Context: an optimization exercise on an open-source flow, tuned for small area, a short achievable clock period and few clock cycles. The choices shown serve that exercise and are no tape-out recipe.
The RTL was checked by simulation tests, not by an equivalence proof against the original design.

## flow/config.mk

```make
export PLATFORM = sky130hd
export DESIGN_NAME = ALU
export DESIGN_NICKNAME = ALU
export VERILOG_FILES = /design/flow/design.v
export SDC_FILE = /design/flow/constraint.sdc
export NUM_CORES = 4
export LEC_CHECK = 0
export CAP_MARGIN = 20
export CORE_MARGIN = 2
export CORE_UTILIZATION = 40
export SETUP_SLACK_MARGIN = 3.2
export SLEW_MARGIN = 20
```

## flow/flow/run.sh

```bash
#!/bin/bash
# The standard layout (the standard.sh: ORFS synthesis to final layout),
# with one ORFS setting changed: the port buffers are buf_2 cells instead of
# the resizer's default pick (a delay cell); every input and output port
# still gets a buffer.
set -euo pipefail
export BUFFER_PORTS_ARGS="-buffer_cell sky130_fd_sc_hd__buf_2"
bash standard.sh > standard.log 2>&1
```

## flow/constraint.sdc

```tcl
create_clock -name core_clock -period 7.0 [get_ports {i_clk}]
set_input_delay 1.4000 -clock core_clock [delete_from_list [all_inputs] [get_ports {i_clk}]]
set_output_delay 1.4000 -clock core_clock [all_outputs]
set_load 0.01 [all_outputs]
```

## flow/design.v

```verilog
module ALU #(
    parameter DATA_W = 32
)
(
    input                       i_clk,    
    input                       i_rst_n,  
    input                       i_valid,  
    input [DATA_W - 1 : 0]      i_A,      
    input [DATA_W - 1 : 0]      i_B,      
    input [         2 : 0]      i_inst,   
    output [2*DATA_W - 1 : 0]   o_data,   
    output                      o_done    
);
    reg         s_ex, s_mul, s_mulf, s_div;
    reg         done;
    reg         y_hc;       
    reg         y_sx;       
    reg         y_dv;       
    reg         e_sum, e_slt, e_div;  
    reg         e_sub;      
    reg  [4:0]  cnt;
    reg  [31:0] hi, lo;     
    reg  [31:0] opb;        
    reg  [31:0] hc;         
    reg         cy;         
    reg         satf, sats; 
    reg         sltf;       
    wire        idle = ~(s_ex | s_mul | s_mulf | s_div);
    assign o_data = {hi, satf ? {sats, {31{~sats}}} : {lo[31:1], lo[0] | sltf}};
    assign o_done = done;
    wire [35:0] p0 = {4'd0, opb & {32{lo[0]}}};
    wire [35:0] p1 = {3'd0, opb & {32{lo[1]}}, 1'b0};
    wire [35:0] p2 = {2'd0, opb & {32{lo[2]}}, 2'b0};
    wire [35:0] p3 = {1'd0, opb & {32{lo[3]}}, 3'b0};
    wire [35:0] p4 = {4'd0, hi};
    wire [35:0] p5 = {4'd0, hc};
    wire [35:0] s1a = p0 ^ p1 ^ p2;
    wire [35:0] c1a = {((p0 & p1) | (p0 & p2) | (p1 & p2)), 1'b0};
    wire [35:0] s1b = p3 ^ p4 ^ p5;
    wire [35:0] c1b = {((p3 & p4) | (p3 & p5) | (p4 & p5)), 1'b0};
    wire [35:0] s2  = s1a ^ c1a ^ s1b;
    wire [35:0] c2  = {((s1a & c1a) | (s1a & s1b) | (c1a & s1b)), 1'b0};
    wire [35:0] s3  = s2 ^ c2 ^ c1b;
    wire [35:0] c3  = {((s2 & c2) | (s2 & c1b) | (c2 & c1b)), 1'b0};
    wire [4:0]  nib = {1'b0, s3[3:0]} + {1'b0, c3[3:0]} + {4'd0, cy};
    wire [31:0] xa    = hi;
    wire        xs    = y_sx & hi[31];
    wire [31:0] ya    = opb;
    wire        ys    = (y_sx & opb[31]) | y_dv;
    wire        ac    = y_dv | e_sub | (y_hc & cy);
    wire [32:0] sum;
    pfx_add #(33) u_add (.a({xs, xa}), .b({ys, ya}), .c(ac), .s(sum));
    integer k;
    reg  [31:0] brev;
    always @(*) for (k = 0; k < 32; k = k + 1) brev[k] = opb[31-k];
    wire [31:0] shin  = s_ex ? brev : i_A;
    wire [4:0]  shamt = s_ex ? cnt : i_B[4:0];
    wire        fill  = s_ex | i_A[31];    
    wire [63:0] shx   = {{32{fill}}, shin} >> shamt;
    reg  [31:0] bnorm;
    always @(*) for (k = 0; k < 32; k = k + 1) bnorm[k] = shx[31-k];
    wire        bbig  = |i_B[31:5];
    wire [31:0] sra   = bbig ? {32{i_A[31]}} : shx[31:0];
    wire [4:0]  clzb, clza;
    clz32 u_clzb (.x(i_B), .n(clzb));
    clz32 u_clza (.x(i_A), .n(clza));
    wire        bzero = ~|i_B;
    wire        mzero = bzero | ~|i_A;      
    wire [4:0]  dlz   = clzb - clza;
    wire        aless = clza > clzb;        
    wire        dp0   = clza == clzb;       
    wire        dnow  = bzero | aless;      
    wire        op_as  = (i_inst == 3'd0) | (i_inst == 3'd1);
    wire        op_sub = (i_inst == 3'd1) | (i_inst == 3'd4);
    wire        op_slt = (i_inst == 3'd4);
    wire        sgnd   = i_A[31] ^ i_B[31];   
    wire        op_lo  = (i_inst == 3'd2) | (i_inst == 3'd3) | (i_inst == 3'd5);  
    wire        op_mul = (i_inst == 3'd6);
    wire        op_div = (i_inst == 3'd7);
    reg  [31:0] lo_iss;
    always @(*) begin
        case (i_inst)
            3'd2:    lo_iss = i_A & i_B;
            3'd3:    lo_iss = i_A | i_B;
            3'd5:    lo_iss = sra;
            3'd6:    lo_iss = bzero ? 32'd0 : i_A;
            3'd7:    lo_iss = bzero ? 32'h7fffffff : 32'd0;
            3'd4:    lo_iss = 32'd0;
            default: lo_iss = i_A;
        endcase
    end
    wire        last  = (cnt == 5'd0);
    wire        rneg  = sum[32];
    wire        q     = ~sum[32];           
    wire        ovf   = sum[32] ^ sum[31];
    wire        go      = idle & i_valid;
    wire        n_ex    = go & ~op_lo & ~op_mul & ~(op_div & (dnow | dp0)) & ~(op_slt & sgnd);
    wire        n_mul   = (go & op_mul & ~mzero) | (s_mul & ~last);
    wire        n_mulf  = s_mul & last;
    wire        n_div   = (go & op_div & ~dnow & dp0) | (s_ex & e_div) | (s_div & ~last);
    wire        n_exdiv = go & op_div & ~dnow & ~dp0;    
    wire        n_done  = (go & (op_lo | (op_div & dnow) | (op_mul & mzero) | (op_slt & sgnd))) |
                          (s_ex & ~e_div) |
                          s_mulf | (s_div & last);
    always @(posedge i_clk or negedge i_rst_n) begin
        if (!i_rst_n) begin
            s_ex   <= 1'b0;
            s_mul  <= 1'b0;
            s_mulf <= 1'b0;
            s_div  <= 1'b0;
            done   <= 1'b0;
        end else begin
            s_ex   <= n_ex;
            s_mul  <= n_mul;
            s_mulf <= n_mulf;
            s_div  <= n_div;
            done   <= n_done;
        end
    end
    always @(posedge i_clk) begin
        y_hc  <= n_mulf;
        y_sx  <= n_ex & ~op_div;
        y_dv  <= n_div;
        cy    <= idle ? 1'b0 : nib[4];
        e_sum <= op_as;
        e_slt <= (i_inst == 3'd4);
        e_div <= op_div;
        e_sub <= idle & op_sub;
        hc   <= idle ? 32'd0 : c3[35:4];
        cnt  <= idle ? (i_inst[0] ? dlz : 5'd7) : s_ex ? cnt : cnt - 5'd1;
        satf <= s_ex & e_sum & ovf;
        sats <= rneg;
        sltf <= (s_ex & e_slt & rneg) | (go & op_slt & sgnd & i_A[31]);
        hi <= ({32{idle & (op_as | op_sub | op_div) & ~(op_slt & sgnd)}} & i_A) |
              ({32{s_mul}} & s3[35:4]) |
              ({32{s_ex & e_div}} & hi) |
              ({32{s_mulf | (s_div & q)}} & sum[31:0]) |
              ({32{s_div & ~q}} & hi);
        if (idle)        lo <= lo_iss;
        else if (s_ex)   lo <= {32{e_sum}} & sum[31:0];
        else if (s_mul)  lo <= {nib[3:0], lo[31:4]};
        else if (s_div)  lo <= {lo[30:0], q};
        if (idle)        opb <= i_B ^ {32{op_sub | op_div}};
        else if (s_ex)   opb <= bnorm;
        else if (s_mul & last) opb <= c3[35:4];      
        else if (s_div)  opb <= {1'b1, opb[31:1]};
    end
endmodule
module pfx_add #(parameter N = 36) (
    input  [N-1:0] a,
    input  [N-1:0] b,
    input          c,
    output [N-1:0] s
);
    localparam L = (N < 16) ? 4 : (N < 32) ? 5 : (N < 64) ? 6 : 7;
    wire [N:0] g [0:L];
    wire [N:0] p [0:L];
    assign g[0] = {a & b, c};
    assign p[0] = {a ^ b, 1'b0};
    genvar i, j;
    generate
        for (i = 0; i < L; i = i + 1) begin : lv
            for (j = 0; j <= N; j = j + 1) begin : bt
                if (j >= (1 << i)) begin : m
                    assign g[i+1][j] = g[i][j] | (p[i][j] & g[i][j - (1 << i)]);
                    assign p[i+1][j] = p[i][j] & p[i][j - (1 << i)];
                end else begin : t
                    assign g[i+1][j] = g[i][j];
                    assign p[i+1][j] = p[i][j];
                end
            end
        end
    endgenerate
    assign s = p[0][N:1] ^ g[L][N-1:0];
endmodule
module clz32 (
    input  [31:0] x,
    output [4:0]  n
);
    wire [7:0]  z;           
    wire [15:0] c;           
    genvar i;
    generate
        for (i = 0; i < 8; i = i + 1) begin : nb
            wire [3:0] v = x[4*i+3:4*i];
            assign z[i] = ~|v;
            assign c[2*i+1:2*i] = v[3] ? 2'd0 : v[2] ? 2'd1 : v[1] ? 2'd2 : 2'd3;
        end
    endgenerate
    wire [3:0]  zb;
    wire [11:0] cb;
    generate
        for (i = 0; i < 4; i = i + 1) begin : by
            assign zb[i] = z[2*i+1] & z[2*i];
            assign cb[3*i+2:3*i] = z[2*i+1] ? {1'b1, c[4*i+1:4*i]} : {1'b0, c[4*i+3:4*i+2]};
        end
    endgenerate
    wire [1:0]  zh;
    wire [7:0]  ch;
    generate
        for (i = 0; i < 2; i = i + 1) begin : hw
            assign zh[i] = zb[2*i+1] & zb[2*i];
            assign ch[4*i+3:4*i] = zb[2*i+1] ? {1'b1, cb[6*i+2:6*i]} : {1'b0, cb[6*i+5:6*i+3]};
        end
    endgenerate
    assign n = zh[1] ? {1'b1, ch[3:0]} : {1'b0, ch[7:4]};
endmodule
```

## flow/standard.sh

```bash
#!/bin/bash
# synth_recipe.tcl (not shown) runs the flow's synth.tcl, then flattens the netlist and writes it again
# the make line also repeats each setting of config.mk as NAME=value (left out here)
make -C /OpenROAD-flow-scripts/flow DESIGN_CONFIG=/design/flow/config.mk WORK_HOME=/design/flow/orfs CLKGATE_MAP_FILE= SYNTH_SCRIPT=/design/flow/synth_recipe.tcl "${@:-finish}"
```

==> results of run 1 <==
-- layout make-up --
cell class,instances,area (um2)
fillers,4234,22820
multi-input cells,1586,12920
flip-flops and latches,149,3704
repair buffers,206,1484
well taps,585,732.0
inverters,169,645.6
clock buffers,17,425.4
clock inverters,15,152.6
diodes,1,2.502
-- kinds of logic (layout without fill, tap and decap cells) --
group / Yosys count / count (layout) / share of synthesized area, %
fa+ha+maj: 197 / 197 / 19.36
xor+xnor: 73 / 73 / 3.732
flops: 149 / 149 / 21.34
other cells: 0 / 1 / 0
simple gates: 564 / 564 / 15.79
buf+inv: 330 / 407 / 7.471
mux: 152 / 153 / 9.160
compound gates: 597 / 599 / 23.15
-- critical path: cells and delay by family --
family	cells	cell delay (ns)
muxes	3	1.24
AOI/OAI and AO/OA	3	0.76
buffers and inverters	2	0.50
and+or+nand+nor	2	0.24
-- what timing repair did --
| item | 4_1_cts | 5_1_grt |
|---|---|---|
| buffers inserted | 29 | 8 |
| pin swaps | 24 | 22 |
| cloned | 3 | 1 |
| setup endpoints to repair | 103 | 64 |
| resized for setup | 93 | 58 |
-- through the flow --
| stage | cells | setup WS (ns) | utilization, % | hold slack, ns |
|---|---|---|---|---|
| final | 2728 | 3.153 | 46.80 | 0.6037 |
| after floorplan | 2062 | 3.038 | - | 0.4308 |
| after detailed placement | 2654 | 1.992 | 43.17 | 0.5834 |
| after global routing | 2727 | 3.034 | 46.79 | 0.6372 |
| after CTS | 2718 | 3.169 | 46.04 | 0.6101 |
| after global placement | 2654 | 1.932 | 43.16 | 0.5625 |
-- registers in the layout (all words and copies together), names as in the netlist --
| register | cells |
|---|---|
| opb | 32 |
| cy | 1 |
| y_sx | 1 |
| s_mul | 1 |
| y_dv | 1 |
| s_div | 1 |
| cnt | 5 |
| satf | 1 |
| hc | 32 |
| e_div | 1 |
| s_ex | 1 |
| e_sub | 1 |
| sltf | 1 |
| sats | 1 |
| y_hc | 1 |
| hi | 32 |
| e_slt | 1 |
| e_sum | 1 |
| done | 1 |
| lo | 32 |
| s_mulf | 1 |
-- layer usage --
metal | vias up | share of wire, %
li1 | 7468 | -
met1 | 8860 | 41
met2 | 1136 | 42
met3 | 242 | 11
met4 | 2 | 5.8
met5 | - | 0.014
-- worst max-delay path by stage --
| stage | startpoint | endpoint | slack [ns] | cells after the start |
|---|---|---|---|---|
| 2_1_floorplan | i_B[2] | done | 3.04 | 14 |
| 3_3_place_gp | i_B[1] | lo[3] | 1.93 | 10 |
| 3_5_place_dp | i_B[24] | lo[0] | 1.99 | 10 |
| 4_1_cts | i_B[3] | done | 3.17 | 14 |
| 5_1_grt | i_B[23] | cnt[4] | 3.03 | 17 |
| 6_report | i_B[2] | lo[3] | 3.15 | 10 |
-- cells in the final DEF, fill, tap and decap left out, drive strengths merged, types with 17 or more instances in the layout --
cell type,count
buf,202
inv,180
nor2,164
a21oi,146
nand2,137
and2,132
fa,125
mux2i,121
o21ai,114
dfxtp,75
edfxtp,69
ha,53
o21a,45
xor2,38
a211oi,37
nor3,35
xnor2,35
o221ai,34
o211ai,32
mux2,30
a221o,27
a31oi,22
clkbuf,21
a21o,19
maj3,19
a221oi,19
nand3,19
o22ai,17
==> results.sh, run 1 <==
export IMPL_dr_pass1_iters=5
export IMPL_syn_instance_count=2062
export IMPL_holdPathStages=2
export IMPL_drt_initial_drc_count=1992
export IMPL_numCtsBuffers=17
export IMPL_tns_ns=0
export IMPL_path_class="input pin to flip-flop"
export IMPL_ys_top_cells_by_count="168 x inv_1, 164 x nor2_1, 146 x a21oi_1"
export IMPL_maxSlewViolCount=0
export IMPL_die_w_um=212.2
export IMPL_grt_util_all_layers_pct=40.68
export IMPL_area_growth_pct=15.79
export IMPL_synth_cell_types=76
export IMPL_finalHoldViolations=0
export IMPL_hold_end="hi[18]"
export IMPL_run_status="finished clean"
export IMPL_met1_usage_pct=54.63
export IMPL_cp_slowest_cell="mux2i_4"
export IMPL_synth_edf_count=69
export IMPL_gr_usage_met2_pct=59.77
export IMPL_clock_path_buffers=2
export IMPL_clkLatencyLatePin_ns=0.49
export IMPL_grt_pass1_vias=17190
export IMPL_cp_max_fo=16
export IMPL_yosysSeqAreaShare_pct=21.34
export IMPL_cts_sinks=149
export IMPL_r2r_end="lo[30]"
export IMPL_netlist_area_um2=17330
export IMPL_vias_per_cell=6.491
export IMPL_fin_area_um2=20070
export IMPL_placementRows=76
export IMPL_ff2ff_path_depth=10
export IMPL_synth_area_leaders="fa_1 14%, edfxtp_1 12%, dfxtp_1 8.7%"
export IMPL_io_buffers=134
export IMPL_setup_viol=0
export IMPL_cp_start_kind="input pin"
export IMPL_syn_avg_cell_area_um2=8.406
export IMPL_dr_total_vias=17710
export IMPL_synth_ff_type="dfxtp_1"
export IMPL_period_minus_slack_ns=3.848
export IMPL_cts_tree="done"
export IMPL_use_met3_pct=10.49
export IMPL_cts_htree_levels=4
export IMPL_fmax_mhz=259.9
export IMPL_hold_buffers=0
export IMPL_hp_class="flip-flop to flip-flop"
export IMPL_cts_root_buf="clkbuf_16"
export IMPL_core_um2=42890
export IMPL_cp_end_kind="flip-flop"
export IMPL_ant_nets=0
export IMPL_synth_most_common_cell="inv_1"
export IMPL_critPathRequiredTime_ns=7.32
export IMPL_io_pins=135
export IMPL_gp_congestion=1.052
export IMPL_synth_net_count=2310
export IMPL_drc_errors=0
export IMPL_path_cells="buf_6, mux2i_4, buf_4, mux2_2, nor2_1, a21oi_1, a21oi_1, mux2i_2, a21oi_2, nor3_1"
export IMPL_async_reset_ff_share_pct=3.356
export IMPL_crit_top_cell="a21oi_1"
export IMPL_yosysWarnings=2
export IMPL_placed_area_um2=18510
export IMPL_skew_ns=0.01719
export IMPL_initial_core_util_pct=40.42
export IMPL_rr_startpoint="lo[2]"
export IMPL_fin_crit_sh_pct=54.96
export IMPL_synth_top_area_share_pct=14.44
export IMPL_grt_ovfl_total=0
export IMPL_worstHoldStart="hi[18]"
export IMPL_max_slew_worst_pin_slew_ns=1.121
export IMPL_critical_path_max_stage_delay_ns=0.60
export IMPL_reg2reg_setup_slack_ns=3.23
export IMPL_grt_max_degree=58
export IMPL_rsz0062_at_grt="true"
export IMPL_cts_clk_slew_worst_paths_ns=0.07
export IMPL_grt_busiest_layer="met2"
export IMPL_ys_ff_latch=149
export IMPL_arrival_ns=4.16
export IMPL_max_slew_margin_pct=25.01
export IMPL_yosysTopAreaCell="fa_1"
export IMPL_nets=2377
export IMPL_place_hpwl_um=67290
export IMPL_chipHeight_um=212.2
export IMPL_antenna_found_initial=2
export IMPL_cap_viol_max_count=0
export IMPL_grt_pass1_wl_um=127900
export IMPL_dieArea_um2=45020
export IMPL_drive_gt1_share_pct=16.81
export IMPL_wl_um=90970
export IMPL_wl_per_cell_um=33.35
Testbench counts, summed over its fixed seeds: cycles 9,006.
==> inputs of run 2 (changes only) <==
--- a/flow/config.mk
+++ b/flow/config.mk
@@ -9,3 +9,3 @@
 export CORE_MARGIN = 2
-export CORE_UTILIZATION = 40
+export CORE_UTILIZATION = 45
 export SETUP_SLACK_MARGIN = 3.2
==> results.sh, run 2 <==
export IMPL_synth_top_area_share_pct=14.44
export IMPL_die_w_um=200.3
export IMPL_critical_path_max_stage_delay_ns=0.56
export IMPL_finalHoldViolations=0
export IMPL_cp_start_kind="input pin"
export IMPL_synth_ff_type="dfxtp_1"
export IMPL_dieArea_um2=40110
export IMPL_critPathRequiredTime_ns=7.36
export IMPL_skew_ns=0.01175
export IMPL_arrival_ns=4.18
export IMPL_core_um2=37840
export IMPL_rsz0062_at_grt="true"
export IMPL_drc_errors=0
export IMPL_io_pins=135
export IMPL_vias_per_cell=6.655
export IMPL_grt_pass1_wl_um=123900
export IMPL_antenna_found_initial=0
export IMPL_chipHeight_um=200.3
export IMPL_nFillCells=3652
export IMPL_maxSlewViolCount=0
export IMPL_yosysWarnings=2
export IMPL_cts_tree="done"
export IMPL_synth_most_common_cell="inv_1"
export IMPL_area_growth_pct=16.09
export IMPL_final_util_pct=53.17
export IMPL_synth_area_leaders="fa_1 14%, edfxtp_1 12%, dfxtp_1 8.7%"
export IMPL_yosysSeqAreaShare_pct=21.34
export IMPL_synth_cell_types=76
export IMPL_fmax_mhz=262.1
export IMPL_cp_end_kind="flip-flop"
export IMPL_max_slew_worst_pin_slew_ns=1.077
export IMPL_final_cell_mix="166 x inv_1, 158 x nor2_1, 139 x a21oi_1"
export IMPL_drt_initial_drc_count=2728
export IMPL_placementRows=71
export IMPL_dr_pass1_iters=6
export IMPL_dr_total_vias=17760
export IMPL_wl_um=86820
export IMPL_ant_nets=0
export IMPL_cts_sinks=149
export IMPL_cap_viol_max_count=0
export IMPL_cts_root_buf="clkbuf_16"
export IMPL_cts_clk_slew_worst_paths_ns=0.07
export IMPL_place_hpwl_um=63220
export IMPL_fin_crit_sh_pct=54.51
export IMPL_nets=2393
export IMPL_period_minus_slack_ns=3.815
export IMPL_whs_ns=0.5217
export IMPL_initial_core_util_pct=45.80
export IMPL_numCtsBuffers=17
export IMPL_synth_net_count=2310
export IMPL_grt_util_all_layers_pct=42.75
export IMPL_path_cells="buf_8, nor4_4, nand2_1, a21oi_1, or4_4, a2111oi_4, ha_1, a21o_1, a21o_1, a21o_1, a21oi_2, nor2_2, mux2i_1, nor2_1, o31ai_2"
export IMPL_path_class="input pin to flip-flop"
export IMPL_run_status="finished clean"
export IMPL_grt_max_degree=62
export IMPL_n_antenna_cell=0
export IMPL_ys_top_cells_by_count="168 x inv_1, 164 x nor2_1, 146 x a21oi_1"
export IMPL_yosysTopAreaCell="fa_1"
export IMPL_ys_ff_latch=149
export IMPL_async_reset_ff_share_pct=3.356
export IMPL_cp_max_fo=5
export IMPL_gp_congestion=1.056
export IMPL_setup_viol=0
export IMPL_wl_per_cell_um=32.53
export IMPL_grt_pass1_vias=17170
export IMPL_tns_ns=0
export IMPL_syn_avg_cell_area_um2=8.406
export IMPL_synth_edf_count=69
export IMPL_io_buffers=134
export IMPL_cts_htree_levels=4
export IMPL_hold_buffers=0
export IMPL_clkLatencyLatePin_ns=0.47
export IMPL_crit_top_cell="a21o_1"
export IMPL_netlist_area_um2=17330
export IMPL_drive_gt1_share_pct=17.24
export IMPL_max_slew_margin_pct=27.85
export IMPL_mostFrequentLayoutCell="inv_1"
export IMPL_hp_class="flip-flop to flip-flop"
export IMPL_grt_ovfl_total=0
export IMPL_syn_instance_count=2062
export IMPL_cp_slowest_cell="or4_4"
export IMPL_clock_path_buffers=2
## run 2: cell counts after synthesis
Identical to the previous run, type by type.
## run 2: layer usage
metal	share of wire, %	track usage (%)	wire length, um	vias to the layer above
met3	11	10.48	9902	288
li1	-	-	-	7516
met4	7.8	28.94	6804	0
met2	41	60.08	35160	1265
met1	40	57.86	34950	8694
met5	0	0	0	-
## run 2: layout make-up
class | instances | area [um2] | area share (%)
Multi-Input combinational cell | 1585 | 12850 | 63.86
Sequential cell | 149 | 3704 | 18.40
Clock buffer | 19 | 452.9 | 2.251
Inverter | 169 | 639.4 | 3.177
Tap cell | 511 | 639.4 | 3.177
Clock inverter | 13 | 121.4 | 0.6031
Timing Repair Buffer | 223 | 1717 | 8.531
## run 2: kinds of logic after synthesis
kind of cell             count (synthesis)  synth area share (%)
adder cells (fa/ha/maj)                197                 19.36
buffers and inverters                  330                 7.471
AO/OA/AOI/OAI                          597                 23.15
multiplexers                           152                 9.160
XOR/XNOR                                73                 3.732
AND/OR/NAND/NOR                        564                 15.79
flip-flops                             149                 21.34
## run 2: worst paths after layout
kind,end,start,slack (ns),cells past startpoint
max,done,i_B[11],3.18,15
max in group asynchronous,s_ex,i_rst_n,6.12,1
min in group asynchronous,s_mul,i_rst_n,0.73,1
min,s_mul,s_mul,0.52,1
min reg2reg,s_mul,s_mul,0.52,1
max reg2reg,lo[30],opb[3],3.21,10
## run 2: worst max-delay path, delay by kind of cell
| kind | cells | cell delay (ns) |
|---|---|---|
| and+or+nand+nor | 5 | 0.84 |
| buffers and inverters | 1 | 0.09 |
| AOI/OAI and AO/OA | 7 | 1.39 |
| adders and majority gates | 1 | 0.31 |
| muxes | 1 | 0.12 |
## run 2: stage by stage
step | cells | instance area, um2 | setup WS, ns
after floorplan | 2062 | 17450 | 3.038
after global placement | 2578 | 18390 | 2.259
after detailed placement | 2578 | 18390 | 2.228
after CTS | 2647 | 19700 | 3.099
after global routing | 2669 | 20120 | 3.083
final | 2669 | 20120 | 3.185
## run 2: repair_timing
action	CTS	global route
pin swaps	19	29
cloned	2	0
buffers inserted	35	20
gates resized for setup	95	70
endpoints found under the setup margin	88	75

==> afterwards: timing with drivers on the ports <==
How much do the figures lean on ideal ports? The routed layouts below were timed once more, with nothing changed but the port constraints. Step 1 (the two cells are an assumption about what drives the block):
set clk [get_ports {i_clk}]
set_driving_cell -lib_cell sky130_fd_sc_hd__clkbuf_16 $clk
set_driving_cell -lib_cell sky130_fd_sc_hd__buf_2 [delete_from_list [all_inputs] $clk]
Step 2 adds t to the input delays and takes it off the output delays; t is the mean of the earliest and latest rising clock arrival at the registers after step 1. Input paths then give back, and output paths get back, about the clock's delay inside the block. Slacks: no drivers / after step 1 / after step 2; pairs: no drivers / after step 1.
| run | shift t [ns] | setup slack, ns | worst slew at a driven data input, ns |
|---|---|---|---|
| run 1 | 0.538 | 3.153 / 3.147 / 2.609 | 0.07 |
| run 2 | 0.521 | 3.185 / 3.172 / 2.651 | 0.09 |
After both steps setup and hold are still met in every run listed. The setup slack of run 1, which loses most, moves by -0.006 ns with the drivers and by -0.544 ns with both steps.
